What follows belongs to an exercise in optimizing a design on an open flow for small area and a short achievable clock period; a production flow would make more cautious choices. No functional check of the RTL was part of this run. No activity file was given, so power comes from the tool's default toggle rates.

===== flow/run.sh =====
#!/bin/bash
# Layout flow: the standard flow (standard.sh: ORFS synthesis to the final layout) with
#  - the port buffers made of buf_2 instead of the cell buffer_ports picks by default,
#  - clock tree synthesis without dummy load cells,
#  - before floorplanning, combinational cells set to drive strength 1 (flow/downsize.tcl);
#    the flow's timing repair sizes up the ones that need it.
# ORFS writes each tool's log under orfs/logs; this script's own output goes to flow_run.log.
set -e
exec > flow_run.log 2>&1
export BUFFER_PORTS_ARGS="-buffer_cell sky130_fd_sc_hd__buf_2"
export CTS_ARGS="-sink_clustering_enable -repair_clock_nets -dont_use_dummy_load -buf_list {sky130_fd_sc_hd__clkbuf_4 sky130_fd_sc_hd__clkbuf_8}"
export PRE_FLOORPLAN_TCL="$(pwd)/flow/downsize.tcl"
bash standard.sh

===== flow/downsize.tcl =====
# Before floorplanning: set the combinational cells that synthesis mapped at a drive strength
# above 1 back to strength 1. The timing repair steps of the flow size up the ones that need it.
set n 0
foreach inst [[ord::get_db_block] getInsts] {
  set m [[$inst getMaster] getName]
  if {[regexp {^sky130_fd_sc_hd__(a21oi|o21ai|nand2|nor2|xor2|xnor2|and2|or2|nor2b|nand3|inv|a21o|o21a|nand2b|and3|or3|nor3)_([2-9]|1[0-9])$} $m -> base sz]} {
    set target sky130_fd_sc_hd__${base}_1
    if {[get_lib_cells -quiet */$target] ne ""} {
      replace_cell [$inst getName] $target
      incr n
    }
  }
}
puts "downsize.tcl: $n cells set to drive strength 1"

===== standard.sh =====
#!/bin/bash
# synth_recipe.tcl (not shown) runs the flow's synth.tcl, then flattens the netlist and writes it again
# the make line also repeats each setting of config.mk as NAME=value (left out here)
make -C /OpenROAD-flow-scripts/flow DESIGN_CONFIG=/design/flow/config.mk WORK_HOME=/design/flow/orfs CLKGATE_MAP_FILE= SYNTH_SCRIPT=/design/flow/synth_recipe.tcl "${@:-finish}"

===== config.mk =====
export PLATFORM = sky130hd
export DESIGN_NAME = systolictop
export DESIGN_NICKNAME = systolictop
export VERILOG_FILES = /design/flow/design.v
export SDC_FILE = /design/flow/constraint.sdc
export NUM_CORES = 4
export LEC_CHECK = 0
export CAP_MARGIN = 20
export CORE_MARGIN = 2
export CORE_UTILIZATION = 60
export PLACE_DENSITY = 0.7
export SETUP_SLACK_MARGIN = 3.0
export SLEW_MARGIN = 20
export SYNTH_HIERARCHICAL = 1
export SYNTH_MINIMUM_KEEP_SIZE = 0

===== constraint.sdc =====
create_clock -name core_clock -period 6.6 [get_ports {clk}]
set_input_delay 1.3200 -clock core_clock [delete_from_list [all_inputs] [get_ports {clk}]]
set_output_delay 1.3200 -clock core_clock [all_outputs]
set_load 0.01 [all_outputs]

===== design.v =====
module processelement (
  input  wire [7:0]  a,
  input  wire [7:0]  b,
  input  wire        keep,
  input  wire        clr,
  input  wire        rq,
  input  wire        rn,
  input  wire [24:0] s,
  output wire [24:0] ns,
  output wire [15:0] o
);
  wire n1;
  g_nand2 u1 (.a(a[0]), .b(b[0]), .y(n1));
  wire n2;
  g_nand2 u2 (.a(a[0]), .b(b[1]), .y(n2));
  wire n3;
  g_nand2 u3 (.a(a[0]), .b(b[2]), .y(n3));
  wire n4;
  g_nand2 u4 (.a(a[0]), .b(b[3]), .y(n4));
  wire n5;
  g_nand2 u5 (.a(a[0]), .b(b[4]), .y(n5));
  wire n6;
  g_nand2 u6 (.a(a[0]), .b(b[5]), .y(n6));
  wire n7;
  g_nand2 u7 (.a(a[0]), .b(b[6]), .y(n7));
  wire n8;
  g_nand2 u8 (.a(a[0]), .b(b[7]), .y(n8));
  wire n9;
  g_nand2 u9 (.a(a[1]), .b(b[0]), .y(n9));
  wire n10;
  g_nand2 u10 (.a(a[1]), .b(b[1]), .y(n10));
  wire n11;
  g_nand2 u11 (.a(a[1]), .b(b[2]), .y(n11));
  wire n12;
  g_nand2 u12 (.a(a[1]), .b(b[3]), .y(n12));
  wire n13;
  g_nand2 u13 (.a(a[1]), .b(b[4]), .y(n13));
  wire n14;
  g_nand2 u14 (.a(a[1]), .b(b[5]), .y(n14));
  wire n15;
  g_nand2 u15 (.a(a[1]), .b(b[6]), .y(n15));
  wire n16;
  g_nand2 u16 (.a(a[1]), .b(b[7]), .y(n16));
  wire n17;
  g_nand2 u17 (.a(a[2]), .b(b[0]), .y(n17));
  wire n18;
  g_nand2 u18 (.a(a[2]), .b(b[1]), .y(n18));
  wire n19;
  g_nand2 u19 (.a(a[2]), .b(b[2]), .y(n19));
  wire n20;
  g_nand2 u20 (.a(a[2]), .b(b[3]), .y(n20));
  wire n21;
  g_nand2 u21 (.a(a[2]), .b(b[4]), .y(n21));
  wire n22;
  g_nand2 u22 (.a(a[2]), .b(b[5]), .y(n22));
  wire n23;
  g_nand2 u23 (.a(a[2]), .b(b[6]), .y(n23));
  wire n24;
  g_nand2 u24 (.a(a[2]), .b(b[7]), .y(n24));
  wire n25;
  g_nand2 u25 (.a(a[3]), .b(b[0]), .y(n25));
  wire n26;
  g_nand2 u26 (.a(a[3]), .b(b[1]), .y(n26));
  wire n27;
  g_nand2 u27 (.a(a[3]), .b(b[2]), .y(n27));
  wire n28;
  g_nand2 u28 (.a(a[3]), .b(b[3]), .y(n28));
  wire n29;
  g_nand2 u29 (.a(a[3]), .b(b[4]), .y(n29));
  wire n30;
  g_nand2 u30 (.a(a[3]), .b(b[5]), .y(n30));
  wire n31;
  g_nand2 u31 (.a(a[3]), .b(b[6]), .y(n31));
  wire n32;
  g_nand2 u32 (.a(a[3]), .b(b[7]), .y(n32));
  wire n33;
  g_nand2 u33 (.a(a[4]), .b(b[0]), .y(n33));
  wire n34;
  g_nand2 u34 (.a(a[4]), .b(b[1]), .y(n34));
  wire n35;
  g_nand2 u35 (.a(a[4]), .b(b[2]), .y(n35));
  wire n36;
  g_nand2 u36 (.a(a[4]), .b(b[3]), .y(n36));
  wire n37;
  g_nand2 u37 (.a(a[4]), .b(b[4]), .y(n37));
  wire n38;
  g_nand2 u38 (.a(a[4]), .b(b[5]), .y(n38));
  wire n39;
  g_nand2 u39 (.a(a[4]), .b(b[6]), .y(n39));
  wire n40;
  g_nand2 u40 (.a(a[4]), .b(b[7]), .y(n40));
  wire n41;
  g_nand2 u41 (.a(a[5]), .b(b[0]), .y(n41));
  wire n42;
  g_nand2 u42 (.a(a[5]), .b(b[1]), .y(n42));
  wire n43;
  g_nand2 u43 (.a(a[5]), .b(b[2]), .y(n43));
  wire n44;
  g_nand2 u44 (.a(a[5]), .b(b[3]), .y(n44));
  wire n45;
  g_nand2 u45 (.a(a[5]), .b(b[4]), .y(n45));
  wire n46;
  g_nand2 u46 (.a(a[5]), .b(b[5]), .y(n46));
  wire n47;
  g_nand2 u47 (.a(a[5]), .b(b[6]), .y(n47));
  wire n48;
  g_nand2 u48 (.a(a[5]), .b(b[7]), .y(n48));
  wire n49;
  g_nand2 u49 (.a(a[6]), .b(b[0]), .y(n49));
  wire n50;
  g_nand2 u50 (.a(a[6]), .b(b[1]), .y(n50));
  wire n51;
  g_nand2 u51 (.a(a[6]), .b(b[2]), .y(n51));
  wire n52;
  g_nand2 u52 (.a(a[6]), .b(b[3]), .y(n52));
  wire n53;
  g_nand2 u53 (.a(a[6]), .b(b[4]), .y(n53));
  wire n54;
  g_nand2 u54 (.a(a[6]), .b(b[5]), .y(n54));
  wire n55;
  g_nand2 u55 (.a(a[6]), .b(b[6]), .y(n55));
  wire n56;
  g_nand2 u56 (.a(a[6]), .b(b[7]), .y(n56));
  wire n57;
  g_nand2 u57 (.a(a[7]), .b(b[0]), .y(n57));
  wire n58;
  g_nand2 u58 (.a(a[7]), .b(b[1]), .y(n58));
  wire n59;
  g_nand2 u59 (.a(a[7]), .b(b[2]), .y(n59));
  wire n60;
  g_nand2 u60 (.a(a[7]), .b(b[3]), .y(n60));
  wire n61;
  g_nand2 u61 (.a(a[7]), .b(b[4]), .y(n61));
  wire n62;
  g_nand2 u62 (.a(a[7]), .b(b[5]), .y(n62));
  wire n63;
  g_nand2 u63 (.a(a[7]), .b(b[6]), .y(n63));
  wire n64;
  g_nand2 u64 (.a(a[7]), .b(b[7]), .y(n64));
  wire n65;
  g_xnor2 u65 (.a(fa5), .b(n6), .y(n65));
  wire n66;
  g_or2 u66 (.a(fa5), .b(n6), .y(n66));
  wire n67;
  wire n68;
  g_fa u68 (.a(fa6), .b(n7), .c(n14), .s(n67), .co(n68));
  wire n69;
  g_xnor2 u69 (.a(n21), .b(n28), .y(n69));
  wire n70;
  g_or2 u70 (.a(n21), .b(n28), .y(n70));
  wire n71;
  wire n72;
  g_fa u72 (.a(n8), .b(n15), .c(n22), .s(n71), .co(n72));
  wire n73;
  wire n74;
  g_fa u74 (.a(n29), .b(n36), .c(n43), .s(n73), .co(n74));
  wire n75;
  g_xnor2 u75 (.a(n50), .b(n57), .y(n75));
  wire n76;
  g_or2 u76 (.a(n50), .b(n57), .y(n76));
  wire n77;
  wire n78;
  g_fa u78 (.a(n16), .b(n23), .c(n30), .s(n77), .co(n78));
  wire n79;
  wire n80;
  g_fa u80 (.a(n37), .b(n44), .c(n51), .s(n79), .co(n80));
  wire n81;
  g_xnor2 u81 (.a(n58), .b(fa8), .y(n81));
  wire n82;
  g_or2 u82 (.a(n58), .b(fa8), .y(n82));
  wire n83;
  wire n84;
  g_fa u84 (.a(n24), .b(n31), .c(n38), .s(n83), .co(n84));
  wire n85;
  wire n86;
  g_fa u86 (.a(n45), .b(n52), .c(n59), .s(n85), .co(n86));
  wire n87;
  wire n88;
  g_fa u88 (.a(n32), .b(n39), .c(n46), .s(n87), .co(n88));
  wire n89;
  g_xnor2 u89 (.a(fa3), .b(n4), .y(n89));
  wire n90;
  g_or2 u90 (.a(fa3), .b(n4), .y(n90));
  wire n91;
  wire n92;
  g_fa u92 (.a(fa4), .b(n5), .c(n12), .s(n91), .co(n92));
  wire n93;
  g_xnor2 u93 (.a(n19), .b(n26), .y(n93));
  wire n94;
  g_or2 u94 (.a(n19), .b(n26), .y(n94));
  wire n95;
  wire n96;
  g_fa u96 (.a(n13), .b(n20), .c(n27), .s(n95), .co(n96));
  wire n97;
  wire n98;
  g_fa u98 (.a(n34), .b(n41), .c(n65), .s(n97), .co(n98));
  wire n99;
  wire n100;
  g_fa u100 (.a(n35), .b(n42), .c(n49), .s(n99), .co(n100));
  wire n101;
  wire n102;
  g_fa u102 (.a(n66), .b(n69), .c(n67), .s(n101), .co(n102));
  wire n103;
  wire n104;
  g_fa u104 (.a(n70), .b(n75), .c(fa7), .s(n103), .co(n104));
  wire n105;
  wire n106;
  g_fa u106 (.a(n68), .b(n71), .c(n73), .s(n105), .co(n106));
  wire n107;
  wire n108;
  g_fa u108 (.a(n76), .b(n72), .c(n74), .s(n107), .co(n108));
  wire n109;
  wire n110;
  g_fa u110 (.a(n77), .b(n79), .c(n81), .s(n109), .co(n110));
  wire n111;
  wire n112;
  g_fa u112 (.a(fa9), .b(n78), .c(n80), .s(n111), .co(n112));
  wire n113;
  wire n114;
  g_fa u114 (.a(n83), .b(n85), .c(n82), .s(n113), .co(n114));
  wire n115;
  wire n116;
  g_fa u116 (.a(n53), .b(n60), .c(fa10), .s(n115), .co(n116));
  wire n117;
  wire n118;
  g_fa u118 (.a(n84), .b(n86), .c(n87), .s(n117), .co(n118));
  wire n119;
  wire n120;
  g_fa u120 (.a(n40), .b(n47), .c(n54), .s(n119), .co(n120));
  wire n121;
  wire n122;
  g_fa u122 (.a(n61), .b(fa11), .c(n88), .s(n121), .co(n122));
  wire n123;
  wire n124;
  g_fa u124 (.a(n48), .b(n55), .c(n62), .s(n123), .co(n124));
  wire n125;
  g_xnor2 u125 (.a(fa2), .b(n3), .y(n125));
  wire n126;
  g_or2 u126 (.a(fa2), .b(n3), .y(n126));
  wire n127;
  wire n128;
  g_fa u128 (.a(n11), .b(n18), .c(n25), .s(n127), .co(n128));
  wire n129;
  wire n130;
  g_fa u130 (.a(n33), .b(n90), .c(n93), .s(n129), .co(n130));
  wire n131;
  wire n132;
  g_fa u132 (.a(n94), .b(n92), .c(n95), .s(n131), .co(n132));
  wire n133;
  wire n134;
  g_fa u134 (.a(n96), .b(n99), .c(n98), .s(n133), .co(n134));
  wire n135;
  wire n136;
  g_fa u136 (.a(n100), .b(n103), .c(n102), .s(n135), .co(n136));
  wire n137;
  wire n138;
  g_fa u138 (.a(n104), .b(n106), .c(n107), .s(n137), .co(n138));
  wire n139;
  wire n140;
  g_fa u140 (.a(n108), .b(n111), .c(n110), .s(n139), .co(n140));
  wire n141;
  wire n142;
  g_fa u142 (.a(n112), .b(n115), .c(n117), .s(n141), .co(n142));
  wire n143;
  wire n144;
  g_fa u144 (.a(n119), .b(n116), .c(n118), .s(n143), .co(n144));
  wire n145;
  wire n146;
  g_fa u146 (.a(fa12), .b(n120), .c(n123), .s(n145), .co(n146));
  wire n147;
  wire n148;
  g_fa u148 (.a(n56), .b(n63), .c(fa13), .s(n147), .co(n148));
  wire n149;
  g_xnor2 u149 (.a(fa1), .b(n2), .y(n149));
  wire n150;
  g_or2 u150 (.a(fa1), .b(n2), .y(n150));
  wire n151;
  wire n152;
  g_fa u152 (.a(n10), .b(n17), .c(n125), .s(n151), .co(n152));
  wire n153;
  wire n154;
  g_fa u154 (.a(n126), .b(n89), .c(n127), .s(n153), .co(n154));
  wire n155;
  wire n156;
  g_fa u156 (.a(n128), .b(n91), .c(n129), .s(n155), .co(n156));
  wire n157;
  wire n158;
  g_fa u158 (.a(n130), .b(n97), .c(n131), .s(n157), .co(n158));
  wire n159;
  wire n160;
  g_fa u160 (.a(n132), .b(n101), .c(n133), .s(n159), .co(n160));
  wire n161;
  wire n162;
  g_fa u162 (.a(n105), .b(n134), .c(n135), .s(n161), .co(n162));
  wire n163;
  wire n164;
  g_fa u164 (.a(n109), .b(n136), .c(n137), .s(n163), .co(n164));
  wire n165;
  wire n166;
  g_fa u166 (.a(n113), .b(n138), .c(n139), .s(n165), .co(n166));
  wire n167;
  wire n168;
  g_fa u168 (.a(n114), .b(n140), .c(n141), .s(n167), .co(n168));
  wire n169;
  wire n170;
  g_fa u170 (.a(n121), .b(n142), .c(n143), .s(n169), .co(n170));
  wire n171;
  wire n172;
  g_fa u172 (.a(n122), .b(n145), .c(n144), .s(n171), .co(n172));
  wire n173;
  wire n174;
  g_fa u174 (.a(n124), .b(n147), .c(n146), .s(n173), .co(n174));
  wire n175;
  wire n176;
  g_fa u176 (.a(n64), .b(fa14), .c(n148), .s(n175), .co(n176));
  wire n177;
  g_xnor2 u177 (.a(fa0), .b(n1), .y(n177));
  wire n178;
  g_nor2 u178 (.a(fa0), .b(n1), .y(n178));
  wire n179;
  g_xor2 u179 (.a(n149), .b(n9), .y(n179));
  wire n180;
  g_nor2 u180 (.a(n149), .b(n9), .y(n180));
  wire n181;
  g_xnor2 u181 (.a(n179), .b(n178), .y(n181));
  wire n182;
  g_aoi21 u182 (.a1(n179), .a2(n178), .b1(n180), .y(n182));
  wire n183;
  g_xnor2 u183 (.a(n150), .b(n151), .y(n183));
  wire n184;
  g_or2 u184 (.a(n150), .b(n151), .y(n184));
  wire n185;
  g_xnor2 u185 (.a(n183), .b(n182), .y(n185));
  wire n186;
  g_oai21 u186 (.a1(n183), .a2(n182), .b1(n184), .y(n186));
  wire n187;
  g_xor2 u187 (.a(n152), .b(n153), .y(n187));
  wire n188;
  g_nor2 u188 (.a(n152), .b(n153), .y(n188));
  wire n189;
  g_xnor2 u189 (.a(n187), .b(n186), .y(n189));
  wire n190;
  g_aoi21 u190 (.a1(n187), .a2(n186), .b1(n188), .y(n190));
  wire n191;
  g_xnor2 u191 (.a(n154), .b(n155), .y(n191));
  wire n192;
  g_or2 u192 (.a(n154), .b(n155), .y(n192));
  wire n193;
  g_xnor2 u193 (.a(n191), .b(n190), .y(n193));
  wire n194;
  g_oai21 u194 (.a1(n191), .a2(n190), .b1(n192), .y(n194));
  wire n195;
  g_xor2 u195 (.a(n156), .b(n157), .y(n195));
  wire n196;
  g_nor2 u196 (.a(n156), .b(n157), .y(n196));
  wire n197;
  g_xnor2 u197 (.a(n195), .b(n194), .y(n197));
  wire n198;
  g_aoi21 u198 (.a1(n195), .a2(n194), .b1(n196), .y(n198));
  wire n199;
  g_xnor2 u199 (.a(n158), .b(n159), .y(n199));
  wire n200;
  g_or2 u200 (.a(n158), .b(n159), .y(n200));
  wire n201;
  g_xnor2 u201 (.a(n199), .b(n198), .y(n201));
  wire n202;
  g_oai21 u202 (.a1(n199), .a2(n198), .b1(n200), .y(n202));
  wire n203;
  g_xor2 u203 (.a(n176), .b(fa15), .y(n203));
  wire n204;
  g_xor2 u204 (.a(s[8]), .b(s[9]), .y(n204));
  wire n205;
  g_nor2 u205 (.a(s[8]), .b(s[9]), .y(n205));
  wire n206;
  g_xor2 u206 (.a(s[10]), .b(s[11]), .y(n206));
  wire n207;
  g_nor2 u207 (.a(s[10]), .b(s[11]), .y(n207));
  wire n208;
  g_xor2 u208 (.a(s[12]), .b(s[13]), .y(n208));
  wire n209;
  g_nor2 u209 (.a(s[12]), .b(s[13]), .y(n209));
  wire n210;
  g_xor2 u210 (.a(s[14]), .b(s[15]), .y(n210));
  wire n211;
  g_nor2 u211 (.a(s[14]), .b(s[15]), .y(n211));
  wire n212;
  g_xor2 u212 (.a(s[16]), .b(s[17]), .y(n212));
  wire n213;
  g_nor2 u213 (.a(s[16]), .b(s[17]), .y(n213));
  wire n214;
  g_xor2 u214 (.a(s[18]), .b(s[19]), .y(n214));
  wire n215;
  g_nor2 u215 (.a(s[18]), .b(s[19]), .y(n215));
  wire n216;
  g_xor2 u216 (.a(s[20]), .b(s[21]), .y(n216));
  wire n217;
  g_nor2 u217 (.a(s[20]), .b(s[21]), .y(n217));
  wire n218;
  g_xor2 u218 (.a(s[22]), .b(s[23]), .y(n218));
  wire n219;
  g_nor2 u219 (.a(s[22]), .b(s[23]), .y(n219));
  wire n220;
  g_aoi21 u220 (.a1(n204), .a2(s[7]), .b1(n205), .y(n220));
  wire n221;
  g_aoi21 u221 (.a1(n206), .a2(n205), .b1(n207), .y(n221));
  wire n222;
  g_nand2 u222 (.a(n206), .b(n204), .y(n222));
  wire n223;
  g_aoi21 u223 (.a1(n208), .a2(n207), .b1(n209), .y(n223));
  wire n224;
  g_nand2 u224 (.a(n208), .b(n206), .y(n224));
  wire n225;
  g_aoi21 u225 (.a1(n210), .a2(n209), .b1(n211), .y(n225));
  wire n226;
  g_nand2 u226 (.a(n210), .b(n208), .y(n226));
  wire n227;
  g_aoi21 u227 (.a1(n212), .a2(n211), .b1(n213), .y(n227));
  wire n228;
  g_nand2 u228 (.a(n212), .b(n210), .y(n228));
  wire n229;
  g_aoi21 u229 (.a1(n214), .a2(n213), .b1(n215), .y(n229));
  wire n230;
  g_nand2 u230 (.a(n214), .b(n212), .y(n230));
  wire n231;
  g_aoi21 u231 (.a1(n216), .a2(n215), .b1(n217), .y(n231));
  wire n232;
  g_nand2 u232 (.a(n216), .b(n214), .y(n232));
  wire n233;
  g_aoi21 u233 (.a1(n218), .a2(n217), .b1(n219), .y(n233));
  wire n234;
  g_nand2 u234 (.a(n218), .b(n216), .y(n234));
  wire n235;
  g_nand2 u235 (.a(s[24]), .b(n219), .y(n235));
  wire n236;
  g_nand2 u236 (.a(s[24]), .b(n218), .y(n236));
  wire n237;
  g_inv u237 (.a(s[7]), .y(n237));
  wire n238;
  g_oai21 u238 (.a1(n222), .a2(n237), .b1(n221), .y(n238));
  wire n239;
  g_oai21 u239 (.a1(n224), .a2(n220), .b1(n223), .y(n239));
  wire n240;
  g_oai21 u240 (.a1(n226), .a2(n221), .b1(n225), .y(n240));
  wire n241;
  g_nor2 u241 (.a(n226), .b(n222), .y(n241));
  wire n242;
  g_oai21 u242 (.a1(n228), .a2(n223), .b1(n227), .y(n242));
  wire n243;
  g_nor2 u243 (.a(n228), .b(n224), .y(n243));
  wire n244;
  g_oai21 u244 (.a1(n230), .a2(n225), .b1(n229), .y(n244));
  wire n245;
  g_nor2 u245 (.a(n230), .b(n226), .y(n245));
  wire n246;
  g_oai21 u246 (.a1(n232), .a2(n227), .b1(n231), .y(n246));
  wire n247;
  g_nor2 u247 (.a(n232), .b(n228), .y(n247));
  wire n248;
  g_oai21 u248 (.a1(n234), .a2(n229), .b1(n233), .y(n248));
  wire n249;
  g_nor2 u249 (.a(n234), .b(n230), .y(n249));
  wire n250;
  g_oai21 u250 (.a1(n236), .a2(n231), .b1(n235), .y(n250));
  wire n251;
  g_nor2 u251 (.a(n236), .b(n232), .y(n251));
  wire n252;
  g_aoi21 u252 (.a1(n241), .a2(s[7]), .b1(n240), .y(n252));
  wire n253;
  g_inv u253 (.a(n220), .y(n253));
  wire n254;
  g_aoi21 u254 (.a1(n243), .a2(n253), .b1(n242), .y(n254));
  wire n255;
  g_aoi21 u255 (.a1(n245), .a2(n238), .b1(n244), .y(n255));
  wire n256;
  g_aoi21 u256 (.a1(n247), .a2(n239), .b1(n246), .y(n256));
  wire n257;
  g_aoi21 u257 (.a1(n249), .a2(n240), .b1(n248), .y(n257));
  wire n258;
  g_nand2 u258 (.a(n249), .b(n241), .y(n258));
  wire n259;
  g_aoi21 u259 (.a1(n251), .a2(n242), .b1(n250), .y(n259));
  wire n260;
  g_nand2 u260 (.a(n251), .b(n243), .y(n260));
  wire n261;
  g_oai21 u261 (.a1(n258), .a2(n237), .b1(n257), .y(n261));
  wire n262;
  g_oai21 u262 (.a1(n260), .a2(n220), .b1(n259), .y(n262));
  wire n263;
  g_xnor2 u263 (.a(n204), .b(s[7]), .y(n263));
  wire n264;
  g_xor2 u264 (.a(n206), .b(n220), .y(n264));
  wire n265;
  g_xnor2 u265 (.a(n208), .b(n238), .y(n265));
  wire n266;
  g_xnor2 u266 (.a(n210), .b(n239), .y(n266));
  wire n267;
  g_xor2 u267 (.a(n212), .b(n252), .y(n267));
  wire n268;
  g_xor2 u268 (.a(n214), .b(n254), .y(n268));
  wire n269;
  g_xor2 u269 (.a(n216), .b(n255), .y(n269));
  wire n270;
  g_xor2 u270 (.a(n218), .b(n256), .y(n270));
  wire n271;
  g_xnor2 u271 (.a(s[24]), .b(n261), .y(n271));
  wire fa0;
  g_nor2 u272 (.a(s[0]), .b(rq), .y(o[0]));
  g_nand2 u273 (.a(o[0]), .b(keep), .y(fa0));
  wire fa1;
  g_nor2 u274 (.a(s[1]), .b(rq), .y(o[1]));
  g_nand2 u275 (.a(o[1]), .b(keep), .y(fa1));
  wire fa2;
  g_nor2 u276 (.a(s[2]), .b(rq), .y(o[2]));
  g_nand2 u277 (.a(o[2]), .b(keep), .y(fa2));
  wire fa3;
  g_nor2 u278 (.a(s[3]), .b(rq), .y(o[3]));
  g_nand2 u279 (.a(o[3]), .b(keep), .y(fa3));
  wire fa4;
  g_nor2 u280 (.a(s[4]), .b(rq), .y(o[4]));
  g_nand2 u281 (.a(o[4]), .b(keep), .y(fa4));
  wire fa5;
  g_nor2 u282 (.a(s[5]), .b(rq), .y(o[5]));
  g_nand2 u283 (.a(o[5]), .b(keep), .y(fa5));
  wire fa6;
  g_nor2 u284 (.a(s[6]), .b(rq), .y(o[6]));
  g_nand2 u285 (.a(o[6]), .b(keep), .y(fa6));
  wire fa7;
  g_nor2 u286 (.a(n263), .b(rq), .y(o[7]));
  g_nand2 u287 (.a(o[7]), .b(keep), .y(fa7));
  wire fa8;
  g_nor2 u288 (.a(n264), .b(rq), .y(o[8]));
  g_nand2 u289 (.a(o[8]), .b(keep), .y(fa8));
  wire fa9;
  g_nor2 u290 (.a(n265), .b(rq), .y(o[9]));
  g_nand2 u291 (.a(o[9]), .b(keep), .y(fa9));
  wire fa10;
  g_nor2 u292 (.a(n266), .b(rq), .y(o[10]));
  g_nand2 u293 (.a(o[10]), .b(keep), .y(fa10));
  wire fa11;
  g_nor2 u294 (.a(n267), .b(rq), .y(o[11]));
  g_nand2 u295 (.a(o[11]), .b(keep), .y(fa11));
  wire fa12;
  g_nor2 u296 (.a(n268), .b(rq), .y(o[12]));
  g_nand2 u297 (.a(o[12]), .b(keep), .y(fa12));
  wire fa13;
  g_nor2 u298 (.a(n269), .b(rq), .y(o[13]));
  g_nand2 u299 (.a(o[13]), .b(keep), .y(fa13));
  wire fa14;
  g_nor2 u300 (.a(n270), .b(rq), .y(o[14]));
  g_nand2 u301 (.a(o[14]), .b(keep), .y(fa14));
  wire fa15;
  g_nor2 u302 (.a(n271), .b(rq), .y(o[15]));
  g_nand2 u303 (.a(o[15]), .b(keep), .y(fa15));
  assign ns[0] = n177;
  assign ns[1] = n181;
  assign ns[2] = n185;
  assign ns[3] = n189;
  assign ns[4] = n193;
  assign ns[5] = n197;
  assign ns[6] = n201;
  assign ns[7] = n202;
  assign ns[8] = n160;
  assign ns[9] = n161;
  assign ns[10] = n162;
  assign ns[11] = n163;
  assign ns[12] = n164;
  assign ns[13] = n165;
  assign ns[14] = n166;
  assign ns[15] = n167;
  assign ns[16] = n168;
  assign ns[17] = n169;
  assign ns[18] = n170;
  assign ns[19] = n171;
  assign ns[20] = n172;
  assign ns[21] = n173;
  assign ns[22] = n174;
  assign ns[23] = n175;
  assign ns[24] = n203;
endmodule
module g_aoi21 (input wire a1, a2, b1, output wire y);
  assign y = ~((a1 & a2) | b1);
endmodule
module g_fa (input wire a, b, c, output wire s, co);
  assign s = a ^ b ^ c;
  assign co = (a & b) | (a & c) | (b & c);
endmodule
module g_inv (input wire a, output wire y);
  assign y = ~a;
endmodule
module g_nand2 (input wire a, b, output wire y);
  assign y = ~(a & b);
endmodule
module g_nor2 (input wire a, b, output wire y);
  assign y = ~(a | b);
endmodule
module g_oai21 (input wire a1, a2, b1, output wire y);
  assign y = ~((a1 | a2) & b1);
endmodule
module g_or2 (input wire a, b, output wire y);
  assign y = a | b;
endmodule
module g_xnor2 (input wire a, b, output wire y);
  assign y = ~(a ^ b);
endmodule
module g_xor2 (input wire a, b, output wire y);
  assign y = a ^ b;
endmodule
module systolicCU
(
 input  wire clk, reset,
 input  wire [7:0] a1,
 output reg  clr1, clr2, clr4,
 output reg  keep1, keep2, keep4
);
  localparam s0 = 4'd0, s1 = 4'd1, s2 = 4'd2, s3 = 4'd3, s4 = 4'd4, s5 = 4'd5,
             s6 = 4'd6, s7 = 4'd7, s8 = 4'd8, s9 = 4'd9, s10 = 4'd10;
  reg [3:0] state_reg;
  reg [3:0] state_next;
  always @(*) begin
    case (state_reg)
      s0:      state_next = (a1 != 8'd0) ? s1 : s0;
      s10:     state_next = s3;
      default: state_next = (state_reg > s10) ? s0 : state_reg + 4'd1;
    endcase
  end
  always @(posedge clk) begin
    if (reset) state_reg <= s0;
    else       state_reg <= state_next;
    clr1  <= reset | (state_next == s8);
    clr2  <= reset | (state_next == s9);
    clr4  <= reset | (state_next == s10);
    keep1 <= ~(reset | (state_next == s8));
    keep2 <= ~(reset | (state_next == s9));
    keep4 <= ~(reset | (state_next == s10));
  end
endmodule
module systolictop
(
 input  wire clk, reset,
 input  wire [7:0] a1, a2, b1, b2,
 input  wire [2:0] i, j,
 output wire [15:0] c1, c2, c3, c4
);
  reg  [7:0]  a12, b13, a34, b24;
  reg         rst_q;       
  reg         rst_n;       
  reg  [24:0] s1, s2, s3, s4;
  wire [24:0] ns1, ns2, ns3, ns4;
  wire clr1, clr2, clr4, keep1, keep2, keep4;    
  systolicCU ctrl1 (.clk(clk), .reset(reset), .a1(a1), .clr1(clr1), .clr2(clr2), .clr4(clr4),
                    .keep1(keep1), .keep2(keep2), .keep4(keep4));
  always @(posedge clk) begin
    rst_q <= reset;
    rst_n <= ~reset;
    if (reset) begin
      a12 <= 8'd0; b13 <= 8'd0; a34 <= 8'd0; b24 <= 8'd0;
    end else begin
      a12 <= a1; b13 <= b1; a34 <= a2; b24 <= b2;
    end
  end
  processelement pe1 (.a(a1), .b(b1), .keep(keep1), .clr(clr1), .rq(rst_q), .rn(rst_n),
                      .s(s1), .ns(ns1), .o(c1));
  processelement pe2 (.a(a12), .b(b2), .keep(keep2), .clr(clr2), .rq(rst_q), .rn(rst_n),
                      .s(s2), .ns(ns2), .o(c2));
  processelement pe3 (.a(a2), .b(b13), .keep(keep2), .clr(clr2), .rq(rst_q), .rn(rst_n),
                      .s(s3), .ns(ns3), .o(c3));
  processelement pe4 (.a(a34), .b(b24), .keep(keep4), .clr(clr4), .rq(rst_q), .rn(rst_n),
                      .s(s4), .ns(ns4), .o(c4));
  always @(posedge clk) begin
    s1 <= ns1; s2 <= ns2; s3 <= ns3; s4 <= ns4;
  end
endmodule

==> notes.md <==
[final cells by class]
cell class,instances,area [um2],share of cell area
multi-input cells,1047,8305,0.6793
flip-flops and latches,140,2806,0.2295
repair buffers,99,500.5,0.04093
well taps,265,331.6,0.02712
clock buffers,17,234.0,0.01914
inverters,13,48.80,0.003991
[worst reg2reg max path, cell delays in order (launching register included)]
cell and delay (ns):
dfxtp_1 0.79, buf_4 0.37, nand2_1 0.12, fa_1 0.45, fa_1 0.53, fa_1 0.44, xor2_1 0.20, a21oi_1 0.25
o21ai_1 0.11
[per-layer routing]
metal,vias to the layer above,global-route usage,share of wire
li1,3990,-,-
met1,4100,0.3357,0.45
met2,242,0.4166,0.48
met3,35,0.03751,0.053
met4,0,0.06592,0.015
met5,-,0,0
[stage by stage]
step	worst slack, ns	util	total power (W)
floorplan	3.050	-	0.002868
global placement	2.824	0.6145	0.002924
detailed placement	2.802	0.6145	0.002975
CTS	3.141	0.6266	0.003490
global route	3.003	0.6282	0.003791
finish	3.138	0.6282	0.003475
[worst max-delay path by stage]
| stage | start | to | slack (ns) | cells past startpoint |
|---|---|---|---|---|
| after global routing | s3[17] | c3[15] | 3.00 | 8 |
| final | s1[11] | c1[13] | 3.14 | 7 |
| after CTS | s1[11] | c1[13] | 3.14 | 7 |
| after global placement | a2[1] | s3[7] | 2.82 | 8 |
| after detailed placement | a1[1] | s1[6] | 2.80 | 8 |
| after floorplan | a2[1] | s3[6] | 3.05 | 8 |
[power by group]
| group | internal (W) | switching, W |
|---|---|---|
| clock | 0.000226 | 0.000276 |
| combinational | 0.000724 | 0.00103 |
| sequential | 0.00107 | 0.000151 |
==> metrics.md <==
| Metric | Value |
|---|---|
| Drt via density | 5.292 |
| Post-placement cell area | 11960 um2 |
| Setup CP Type | flop to primary output |
| Skew-Pair Late Insertion Delay | about 0.45 ns |
| CTS tree | done |
| Chip Width | between 100 and 150 um |
| Worst Setup End Kind | primary output |
| Leak | 3.897 nW |
| RSZ-0062 raised after global routing | no |
| Post-Synthesis Cell Area | between 10000 and 15000 um2 |
| Layout cells sized above 1 | 0.09347 |
| 1st-pass router iterations | 5 |
| Max Cap Viol | 0 |
| Initial core utilization | 0.6114 |
| Post-route insts no fill | ~1600 |
| Routed vias | 8367 |
| Worst rel slew slack | 0.5143 |
| Die H | roughly 140 um |
| Worst Path Buf+Inv | 1 |
| Detail Placement HPWL | approximately 19000 um |
| Post-route design area | 12230 um2 |
| Least-Margin Pin Slew | roughly 0.73 ns |
| Fin. Hold Viols | 0 |
| Wirelength per Cell | 15.27 um |
| P per Cell Area | around 280 nW/um2 |
| Hold-critical path depth | 3 |
| Diodes inserted | 0 |
| Avg Inst Size Synth | 9.133 um2 |
| Mapped Nets | 1538 |
| Reg2Reg Setup Slack | 3.24 ns |
| IO Count | 104 |
| Buffers on Ports | between 90 and 100 |
| Final ANT Viol Nets | 0 |
| HP Start | s3[0] |
| Initial antenna violation count | 0 |
| CP startpoint kind | flop |
| Synthesis-to-finish area growth | 2.744% |
| Yosys warnings | 8 |
| Fin nets | 1553 |
| Final WL | about 24000 um |
| Commonest cells after routing, fill and taps aside | nand2_1, fa_1, dfxtp_1 |
| Max-slew violation count | 0 |
| Critical Path AT | approximately 2.1 ns |
| Count of final setup violators | 0 |
| Post-CTS Hold Fix Bufs | 0 |
| Fill cells | approximately 1700 |
| Clock Tree Buf Depth | 2 |
| R2R Path End | s2[7] |
| Peak supply drop | between 200 and 250 uV |
| Row count | 51 |
| Mapped Cells | 1303 |
| Post-CTS sizing | 0 |
| Vias in the first global route | 8597 |
| Crit-path most repeated cell | xor2_1 |
| CP peak stage delay | ~0.34 ns |
| Clock period minus worst slack | about 3.5 ns |
| RR Startpoint | ctrl1.keep2 |
| Critical path's slowest cell | dfxtp_1 |
| Root buf cell | clkbuf_8 |
| Largest net degree at the start of global routing | 41 |
| CP Cell Sequence | xor2_1 -> nand2_1 -> o21ai_1 -> a21oi_1 -> xor2_1 -> nor2_1 -> buf_2 |
| CP delay by family, top | XOR/XNOR gates |
| Data required time of the critical path | 5.28 ns |
| Fmax | slightly below 300 MHz |
| Crit Path Max Fanout | 4 |
| Commonest non-fill, non-tap cell in the layout | nand2_1 |
| DRT iter0 DRCs | ~470 |
| GRT Total Usage | 0.2469 |
| TritonCTS Buffers | 17 |
| Skew final | around 0.021 ns |
| # DRC | 0 |
| WHS Endpoint | s3[0] |
| Placer Congestion | approximately 0.86 |
| R2R depth | 8 |
| Clock sinks | 140 |
| Worst-path clk slew | 0.07 ns |
| First-pass GRT wire length | about 40000 um |
| Status | finished clean |
| Gr ovfl total | 0 |
| H-tree depth | 4 |
| Postcts setup bufs | 0 |
| Final hold slack | roughly 0.55 ns |
| Setup TNS | 0 ns |
| Placed Cells | 1564 |
| Crit share post-route | 0.5245 |
| Core region area | around 19000 um2 |
| Die area | roughly 21000 um2 |
| Hold Path Class | flop to flop |

afterwards: timing with drivers on the ports:
No port has a modelled driver above. Below, the same layout with a new extraction and two added sets of constraints. Step 1 sets driving cells, clkbuf_16 on the clock port and buf_2 on the other inputs (assumed; they add their load-dependent delay and slew). Step 2 times the ports against the registers' clock, not the clock port: input delays grow and output delays shrink by t, the midpoint of the rising clock arrivals with the driver on. Slacks: ideal / step 1 / step 2; pairs: ideal / step 1.
t, ns: 0.482
setup slack, ns: 3.138 / 3.097 / 2.766
latest minus earliest clock arrival (ns): 0.021 / 0.020
worst data-port slew with drivers (ns): 0.04
pins driven straight from the clock port: 1
After both steps setup and hold are still met in this run. For this run, drivers alone change the setup slack by -0.041 ns; drivers and shift together by -0.372 ns.
